Source: an optimization exercise on an open RTL-to-GDS flow (aim: a short achievable clock period and few clock cycles). Production flows keep margins and buffers that such runs may drop.
Where RTL was checked, it was by simulation tests only, not by an equivalence proof against the original.
Power and IR drop assume default switching activity.

Setup of run A:
==> flow/design.v (excerpt) <==
module cpu(
    input clk,
    input reset,
    output [7:0] imem_addr,
    input [18:0] imem_data,
    output [7:0] dmem_addr,
    output [18:0] dmem_wdata,
    output dmem_we,
    input [18:0] dmem_rdata,
    output rf_we,
    output [2:0] rf_waddr,
    output [18:0] rf_wdata
);
==> flow/config.mk <==
export PLATFORM = sky130hd
export DESIGN_NAME = cpu
export DESIGN_NICKNAME = cpu
export VERILOG_FILES = /design/flow/design.v
export SDC_FILE = /design/flow/constraint.sdc
export NUM_CORES = 4
export LEC_CHECK = 0
export CAP_MARGIN = 20
export CORE_MARGIN = 2
export CORE_UTILIZATION = 40
export SLEW_MARGIN = 20
==> flow/constraint.sdc <==
create_clock -name core_clock -period 38.0 [get_ports {clk}]
set_input_delay 7.6000 -clock core_clock [delete_from_list [all_inputs] [get_ports {clk}]]
set_output_delay 7.6000 -clock core_clock [all_outputs]
set_load 0.01 [all_outputs]
standard.sh (not shown) runs the stock make flow with config.mk's settings and CLKGATE_MAP_FILE= SYNTH_SCRIPT=/design/flow/synth_recipe.tcl, a recipe that flattens the netlist after the stock synthesis.
==> flow/flow/run.sh <==
#!/bin/bash
# The standard layout (the standard.sh), with timing repair asked to leave
# a setup margin, so that it sizes and buffers the critical paths, and a clock
# tree with smaller sink clusters.
set -euo pipefail
bash standard.sh SETUP_SLACK_MARGIN=30.5 TNS_END_PERCENT=100 MATCH_CELL_FOOTPRINT=0 CORE_UTILIZATION=55 "CTS_ARGS=-sink_clustering_enable -repair_clock_nets -sink_clustering_size 16 -sink_clustering_max_diameter 50 -balance_levels" finish > standard_flow.log 2>&1
Setup changes, run A to run B
==> flow/flow/run.sh <==
#!/bin/bash
# The standard layout (the standard.sh), with timing repair asked to leave
# a setup margin, so that it sizes and buffers the critical paths.
set -euo pipefail
bash standard.sh SETUP_SLACK_MARGIN=30.5 TNS_END_PERCENT=100 MATCH_CELL_FOOTPRINT=0 CORE_UTILIZATION=62 finish > standard_flow.log 2>&1
==> results.txt <==
Summary of run B over run A: first-iteration DRC count picked up an extra about 18%, post-route standard cell area excluding fillers decreased by about 2% relative to the old numbers, hold slack has increased, met1 wire length has decreased, sequential share of layout area went up 0.41 points. Run A → run B: register-to-register slack shows a reduction of 0.06 ns, cell row count lower, final cell count without fillers -185. The higher routed wire length came out of run A.
For run C, these inputs were changed with respect to run B:
==> flow/flow/run.sh <==
#!/bin/bash
# The standard layout (the standard.sh), with timing repair asked to leave
# a setup margin, so that it sizes and buffers the critical paths.
set -euo pipefail
bash standard.sh SETUP_SLACK_MARGIN=30.5 TNS_END_PERCENT=100 MATCH_CELL_FOOTPRINT=0 CORE_UTILIZATION=55 finish > standard_flow.log 2>&1
--- outcome ---
- Higher worst hold slack among run B and run C: run B
- For run C, the cell at the slowest stage of the critical path was dfxtp_4, unlike run B, where it was dfrtp_2.
- Sort run B and run C by share of post-route cells with drive strength above 1 desc -> top: run C
- Slew at the pin closest to its max-slew limit in run C is 0.17 ns below run B.
> inputs changed (run C -> run D)
==> flow/flow/run.sh <==
#!/bin/bash
# The standard layout (the standard.sh), with timing repair asked to leave
# a setup margin, so that it sizes and buffers the critical paths.
set -euo pipefail
bash standard.sh SETUP_SLACK_MARGIN=30.5 TNS_END_PERCENT=100 MATCH_CELL_FOOTPRINT=0 CORE_UTILIZATION=55 GPL_TIMING_DRIVEN=1 finish > standard_flow.log 2>&1
Results
- Growth of design area from synthesis to finish: run D vs run C identical
- On synthesized area, run C tracks run D almost exactly.
- Reported for run C and run D, number of sinks driven by the clock tree turned out identical to the last digit.
- On sequential share of layout area, run C and run D are neck and neck.
- Relative max-transition margin: run C vs run D identical
- As far as setup slack goes, run C and run D are indistinguishable; the numbers are identical.
diff inputs: run D => run E
==> flow/flow/run.sh <==
#!/bin/bash
# The standard layout (the standard.sh), with timing repair asked to leave
# a setup margin, so that it sizes and buffers the critical paths, and a clock
# tree with smaller sink clusters.
set -euo pipefail
bash standard.sh SETUP_SLACK_MARGIN=30.5 TNS_END_PERCENT=100 MATCH_CELL_FOOTPRINT=0 CORE_UTILIZATION=55 "CTS_ARGS=-sink_clustering_enable -repair_clock_nets -sink_clustering_levels 1 -sink_clustering_size 30 -sink_clustering_max_diameter 120" finish > standard_flow.log 2>&1
Results
- Cell count along the critical path came out exactly the same in run D and run E.
- On final routed wire length divided by cell count, run E tracks run D almost exactly.
- In run E, the delay of the slowest cell on the worst path came out 0.02 ns above the value in run D.
- Run E reports a higher fraction of area in multi-input gates than run D does.
- | achievable clock frequency | run D vs run E | ≈ equal |
- Re synthesized instance count: no difference whatsoever between run E and run D.
- In run E the number of nets in the final layout turned out 0.66% lower than in run D.
No run of this note included a check of the RTL's function; only the layout flow was run.

========
Another version of the RTL of cpu (not shown whole).
For scale: ~10000 cells after synthesis, roughly 520 flip-flops.
export LEC_CHECK = 0
export CAP_MARGIN = 20
export CORE_MARGIN = 2
export CORE_UTILIZATION = 40
export SLEW_MARGIN = 20
create_clock -name core_clock -period 38.0 [get_ports {clk}]
==> flow/flow/run.sh <==
#!/bin/bash
# The standard layout (the standard.sh), with timing repair asked to leave
# a setup margin, so that it sizes and buffers the critical paths.
set -euo pipefail
bash standard.sh SETUP_SLACK_MARGIN=28 TNS_END_PERCENT=100 finish > standard_flow.log 2>&1
The starting point ran to the end with no violations.
Testbench counts at the start, summed over its fixed seeds: cycles 12,128.
Change:
==> flow/run.sh (new file) <==
#!/bin/bash
# synth_recipe.tcl (not shown) runs the flow's synth.tcl, then flattens the netlist and writes it again
# the make line also repeats each setting of config.mk as NAME=value (left out here)
make -C /OpenROAD-flow-scripts/flow DESIGN_CONFIG=/design/flow/config.mk WORK_HOME=/design/flow/orfs CLKGATE_MAP_FILE= SYNTH_SCRIPT=/design/flow/synth_recipe.tcl finish
removed: flow/flow/run.sh
removed: flow/standard.sh
Effect:
- sequential cell count is unchanged
- global-route usage shrinks by 0.45 points
- maximum frequency shrinks by 19%
- sequential power grows by about 1%

[re-timing with driven ports]
Ports are ideal in the flow. The routed layouts listed here were re-timed in OpenROAD. Step 1 (the two cells are an assumption about what drives the block):
set clk [get_ports {clk}]
set_driving_cell -lib_cell sky130_fd_sc_hd__clkbuf_16 $clk
set_driving_cell -lib_cell sky130_fd_sc_hd__buf_2 [delete_from_list [all_inputs] $clk]
Step 2 also shifts input and output timing later by t, the mid clock arrival at the registers, as if the neighbouring blocks saw the same clock. Slacks: no drivers / after step 1 / after step 2; pairs: no drivers / after step 1.
| run | shift t [ns] | slack for setup (ns) | hold slack, ns |
|---|---|---|---|
| run A | 0.706 | 29.146 / 29.074 / 29.290 | 0.457 / 0.457 / 0.457 |
| run B | 0.684 | 29.177 / 29.111 / 29.260 | 0.464 / 0.464 / 0.464 |
| run C | 0.715 | 29.148 / 29.070 / 29.267 | 0.458 / 0.458 / 0.458 |
| run D | 0.715 | 29.148 / 29.070 / 29.267 | 0.458 / 0.458 / 0.458 |
| run E | 0.682 | 29.151 / 29.084 / 29.290 | 0.470 / 0.470 / 0.470 |
| the first run of note 2 | 0.824 | 28.025 / 27.966 / 28.025 | 0.485 / 0.485 / 0.485 |
| the second run of note 2 | 0.797 | 25.645 / 25.645 / 25.645 | 0.501 / 0.501 / 0.501 |
After both steps setup and hold are still met in every run listed.
